Source: an optimization exercise on an open RTL-to-GDS flow (aim: small area and a short achievable clock period). Production flows keep margins and buffers that such runs may drop. RTL that was checked went through simulation tests only; none was proved equivalent to the original.

job 2773:
==> module machine_controller, before the edit <==
module machine_controller (input clk,
                           input reset,
                           input key_ok,
                           input [4:0] letter,
                           input [4:0] key5,
                           output reg [4:0] befor,
                           output reg [4:0] after,
                           output reg save_history,
                           output reg [4:0] shift0,
                           output reg [4:0] shift1,
                           output reg [4:0] shift2,
                           output reg [2:0] type0,
                           output reg [2:0] type1,
                           output reg [2:0] type2,
                           input increase_shift_or_type,
                           input increase0,
                           input increase1,
                           input increase2);
    reg [1:0] save_next_counter;
    reg [4:0] x;                  
    wire [4:0] next_x, result;
    rotor rotor(.slot(save_next_counter), .key5(key5), .x(x),
                .shift0(shift0), .shift1(shift1), .shift2(shift2),
                .type0(type0), .type1(type1), .type2(type2),
                .next_x(next_x), .result(result));
    function [4:0] inc26(input [4:0] s);
        inc26 = (s[4] & s[3] & s[0]) ? 5'd0 :
                {s[4] ^ &s[3:0], s[3] ^ &s[2:0], s[2] ^ &s[1:0], s[1] ^ s[0], ~s[0]};
    endfunction
    function [2:0] inc5(input [2:0] t);
        inc5 = t[2] ? 3'd0 : {t[1] & t[0], t[1] ^ t[0], ~t[0]};
    endfunction
    always @(posedge clk)
        x <= next_x;
    always @(posedge clk)
        save_history <= !reset && (save_next_counter == 2'b11);
    always @(posedge clk) begin
        if (reset) begin
            befor             <= 0;
            after             <= 0;
            shift0            <= 0;
            shift1            <= 0;
            shift2            <= 0;
            type0             <= 0;
            type1             <= 0;
            type2             <= 0;
            save_next_counter <= 0;
        end
        else if (save_next_counter == 2'b11) begin
            after             <= result;
            save_next_counter <= 0;
            if (shift0 == 25 && shift1 == 25)
                shift2 <= inc26(shift2);
            if (shift0 == 25)
                shift1 <= inc26(shift1);
            shift0 <= inc26(shift0);
        end
        else if (save_next_counter != 2'b00) begin
            save_next_counter <= {save_next_counter[1] ^ save_next_counter[0], ~save_next_counter[0]};
        end
        else begin
            if (key_ok) begin
                befor             <= letter;
                save_next_counter <= 2'b01;
            end
            else if (increase_shift_or_type == 0) begin
                if (increase0) shift0 <= inc26(shift0);
                if (increase1) shift1 <= inc26(shift1);
                if (increase2) shift2 <= inc26(shift2);
            end
            else begin
                if (increase0) type0 <= inc5(type0);
                if (increase1) type1 <= inc5(type1);
                if (increase2) type2 <= inc5(type2);
            end
        end
    end
endmodule
==> module rotor, before the edit <==
module rotor (input [1:0] slot,
              input [4:0] key5,              
              input [4:0] x,
              input [4:0] shift0, input [4:0] shift1, input [4:0] shift2,
              input [2:0] type0, input [2:0] type1, input [2:0] type2,
              output [4:0] next_x,
              output [4:0] result);
    function [4:0] add26(input [4:0] a, input [4:0] b);
        reg [5:0] s;
        reg [4:0] m;
        reg c;
        integer i;
        begin
            c = 1'b0;
            for (i = 0; i < 5; i = i + 1) begin
                s[i] = a[i] ^ b[i] ^ c;
                c = (a[i] & b[i]) | (c & (a[i] ^ b[i]));
            end
            s[5] = c;
            c = 1'b0;
            for (i = 0; i < 5; i = i + 1) begin
                m[i] = s[i] ^ (6'b100110 >> i) & 1'b1 ^ c;
                c = (s[i] & ((6'b100110 >> i) & 1'b1)) | (c & (s[i] ^ ((6'b100110 >> i) & 1'b1)));
            end
            add26 = (s[5] | (s[4] & s[3] & (s[2] | s[1]))) ? m : s[4:0];
        end
    endfunction
    function [4:0] dec26(input [4:0] v);
        dec26 = (v == 5'd0) ? 5'd25 :
                {v[4] ^ ~|v[3:0], v[3] ^ ~|v[2:0], v[2] ^ ~|v[1:0], v[1] ^ ~v[0], ~v[0]};
    endfunction
    function [4:0] neg26(input [4:0] v);
        reg [4:0] r;
        reg c;
        integer i;
        begin
            c = 1'b0;
            for (i = 0; i < 5; i = i + 1) begin
                r[i] = ~v[i] ^ ((5'd27 >> i) & 1'b1) ^ c;
                c = (~v[i] & ((5'd27 >> i) & 1'b1)) | (c & (~v[i] ^ ((5'd27 >> i) & 1'b1)));
            end
            neg26 = r;
        end
    endfunction
    wire p0 = (slot == 2'd0);
    wire p3 = (slot == 2'd3);
    wire [4:0] a1 = p0 ? key5 : x;
    reg  [4:0] d1;
    reg  [2:0] t1;
    always @(*)
        case (slot)
            2'd0: begin d1 = dec26(shift0);   t1 = type0; end
            2'd1: begin d1 = shift1;          t1 = type1; end
            2'd2: begin d1 = shift2;          t1 = type2; end
            2'd3: begin d1 = neg26(shift2);  t1 = type1; end
        endcase
    wire [4:0] o1;
    rotor_u1 u1(.dir(p3), .rtype(t1), .idx(add26(a1, d1)), .dout(o1));
    wire [4:0] o2;
    rotor_u2 u2(.dir(1'b0), .rtype(p3 ? type0 : type2), .idx(add26(o1, p3 ? shift1 : 5'd0)), .dout(o2));
    assign next_x = slot[1] ? o2 : o1;
    assign result = add26(o2, neg26(shift0));
endmodule
==> module system, before the edit <==
module system(input clk,
              input reset,
              input key_ready,
              input make,
              input ext,
              input [7:0] key_input,
              output [4:0] befor,
              output [4:0] after,
              output [4:0] shift0,
              output [4:0] shift1,
              output [4:0] shift2,
              output [2:0] type0,
              output [2:0] type1,
              output [2:0] type2,
              input increase_shift_or_type,
              input increase0,
              input increase1,
              input increase2,
              input [4:0] history_raddr,
              output [7:0] history_dout);
    wire key_ok;
    wire [4:0] letter;
    wire save_history;
    wire [4:0] history_din;
    wire [4:0] history_waddr;
    wire history_we;
    keyboard_filter keyboard_filter(
        .key_ready(key_ready),
        .make(make),
        .ext(ext),
        .key_input(key_input),
        .key_ok(key_ok),
        .letter(letter)
    );
    machine_controller machine_controller(
        .clk(clk),
        .reset(reset),
        .key_ok(key_ok),
        .letter(letter),
        .key5(key_input[4:0]),
        .befor(befor),
        .after(after),
        .save_history(save_history),
        .shift0(shift0),
        .shift1(shift1),
        .shift2(shift2),
        .type0(type0),
        .type1(type1),
        .type2(type2),
        .increase_shift_or_type(increase_shift_or_type),
        .increase0(increase0),
        .increase1(increase1),
        .increase2(increase2)
    );
    history_keeper history_keeper(
        .clk(clk),
        .reset(reset),
        .save_history(save_history),
        .befor(befor),
        .after(after),
        .dout(history_din),
        .waddr(history_waddr),
        .we(history_we)
    );
    history_ram history_ram(
        .clk(clk),
        .raddr(history_raddr),
        .dout(history_dout),
        .waddr(history_waddr),
        .we(history_we),
        .din(history_din)
    );
endmodule
clock: 48.0 ns
lec_check: 0
cap_margin: 20
core_margin: 2
core_utilization: 40
slew_margin: 20
standard.sh (not shown) runs the stock make flow with config.mk's settings and CLKGATE_MAP_FILE= SYNTH_SCRIPT=/design/flow/synth_recipe.tcl, a recipe that flattens the netlist after the stock synthesis.
==> flow/flow/run.sh <==
#!/bin/bash
# Layout flow: the standard ORFS flow (standard.sh) with
#  - a stronger, area-oriented ABC script in synthesis (flow/abc_area.script,
#    without ABC's own buffering and sizing, left to the placer's repair,
#    and with no adder-cell mapping (ADDER_MAP_FILE empty), so that all the
#    arithmetic goes through ABC with the rest of the logic;
#    used through a copy of the ORFS scripts folder; nothing else changes),
#  - plain buffers (buf_1) as the port buffers,
#  - CTS with clkbuf_16 in clusters of up to 30 flip-flops and no dummy loads,
#  - repair_timing asked for a larger setup margin, so that it also speeds up
#    the combinational history read path (history_raddr -> history_dout).
# Each tool's output goes to the ORFS logs under orfs/logs; make's to flow_run.log.
set -euo pipefail
W=$PWD
rm -rf "$W/scripts_own"
cp -r "$FLOW_HOME/scripts" "$W/scripts_own"
cp "$W/flow/abc_area.script" "$W/scripts_own/abc_area.script"
export BUFFER_PORTS_ARGS="-buffer_cell sky130_fd_sc_hd__buf_1"
export CTS_ARGS="-sink_clustering_enable -repair_clock_nets -buf_list sky130_fd_sc_hd__clkbuf_16 -dont_use_dummy_load -sink_clustering_size 30 -sink_clustering_max_diameter 80"
export SETUP_SLACK_MARGIN=25.8
bash standard.sh SCRIPTS_DIR="$W/scripts_own" ABC_AREA=1 ADDER_MAP_FILE= finish > "$W/flow_run.log" 2>&1
==> flow/flow/abc_area.script <==
strash
&get -n
&deepsyn -T 120
&put
dch
amap -F 3
topo
#### Input delta (job 6340 over job 2773)
--- a/flow/design.v
+++ b/flow/design.v
@@ -12,9 +12,8 @@
 module machine_controller (input clk,
                            input reset,
                            input key_ok,
                            input [4:0] letter,
-                           input [4:0] key5,
                            output reg [4:0] befor,
                            output reg [4:0] after,
                            output reg save_history,
                            output reg [4:0] shift0,
@@ -29,9 +28,9 @@
                            input increase2);
     reg [1:0] save_next_counter;
     reg [4:0] x;                  
     wire [4:0] next_x, result;
-    rotor rotor(.slot(save_next_counter), .key5(key5), .x(x),
+    rotor rotor(.slot(save_next_counter), .letter(letter), .x(x),
                 .shift0(shift0), .shift1(shift1), .shift2(shift2),
                 .type0(type0), .type1(type1), .type2(type2),
                 .next_x(next_x), .result(result));
     function [4:0] inc26(input [4:0] s);
@@ -581,9 +580,9 @@
             default: dout = 5'd0;
         endcase
 endmodule
 module rotor (input [1:0] slot,
-              input [4:0] key5,              
+              input [4:0] letter,
               input [4:0] x,
               input [4:0] shift0, input [4:0] shift1, input [4:0] shift2,
               input [2:0] type0, input [2:0] type1, input [2:0] type2,
               output [4:0] next_x,
@@ -607,12 +606,8 @@
             end
             add26 = (s[5] | (s[4] & s[3] & (s[2] | s[1]))) ? m : s[4:0];
         end
     endfunction
-    function [4:0] dec26(input [4:0] v);
-        dec26 = (v == 5'd0) ? 5'd25 :
-                {v[4] ^ ~|v[3:0], v[3] ^ ~|v[2:0], v[2] ^ ~|v[1:0], v[1] ^ ~v[0], ~v[0]};
-    endfunction
     function [4:0] neg26(input [4:0] v);
         reg [4:0] r;
         reg c;
         integer i;
@@ -626,14 +621,14 @@
         end
     endfunction
     wire p0 = (slot == 2'd0);
     wire p3 = (slot == 2'd3);
-    wire [4:0] a1 = p0 ? key5 : x;
+    wire [4:0] a1 = p0 ? letter : x;
     reg  [4:0] d1;
     reg  [2:0] t1;
     always @(*)
         case (slot)
-            2'd0: begin d1 = dec26(shift0);   t1 = type0; end
+            2'd0: begin d1 = shift0;          t1 = type0; end
             2'd1: begin d1 = shift1;          t1 = type1; end
             2'd2: begin d1 = shift2;          t1 = type2; end
             2'd3: begin d1 = neg26(shift2);  t1 = type1; end
         endcase
@@ -769,9 +764,8 @@
         .clk(clk),
         .reset(reset),
         .key_ok(key_ok),
         .letter(letter),
-        .key5(key_input[4:0]),
         .befor(befor),
         .after(after),
         .save_history(save_history),
         .shift0(shift0),
## What came out
Post-synthesis area per instance: job 6340 vs job 2773 down 0.14 um^2
Taking job 2773 as the reference, in job 6340 final core area utilization increased 0.24 points; routed via count divided by cell count moved up; worst hold slack shrank by 0.038 ns; total cell area at the placement stage moved down.
Fmax of job 2773 is on par with job 6340.
Higher setup slack after layout goes to job 2773 over job 6340.
From job 2773 to job 6340 the numbers moved as follows: count of placed standard cells in the final layout, fillers left out went down 2.0%; count of different cell masters after synthesis decreased by 5.3% relative to the old numbers.
Diff job 2773..job 6340 | portion of the clock cycle consumed by the worst path in the final layout | negligible
The synthesized cell count of job 6340 is higher than that of job 2773.
When the final numbers for job 2773 and job 6340 were put side by side, the number of logic inverters in the finished layout turned out to be smaller in job 2773.
No functional check of the RTL was part of job 2773.

## separate check: timing with driven ports
How much do the figures lean on ideal ports? The routed layouts below were timed once more, with nothing changed but the port constraints.
Step 1 assumes that a clkbuf_16 drives the clock port and a buf_2 every other input.
Step 2, shift: input delay + t, output delay - t, t = (earliest + latest rising clock arrival at the registers) / 2. This alone moves slack from input paths to output paths.
a / b / c = no drivers / after step 1 / after step 2; a / b = the first two.
run	t, ns	slack for setup (ns)	worst setup path after step 2	worst slew at a driven data input, ns	cell pins on the clock port's net
job 2773	0.512	26.068 / 26.043 / 26.043	input to output	0.04	1
job 6340	0.509	26.054 / 26.031 / 26.031	input to output	0.03	1
After both steps every run listed still meets setup and hold. The setup slack of job 2773, which loses most, moves by -0.025 ns with the drivers and by -0.025 ns with both steps.
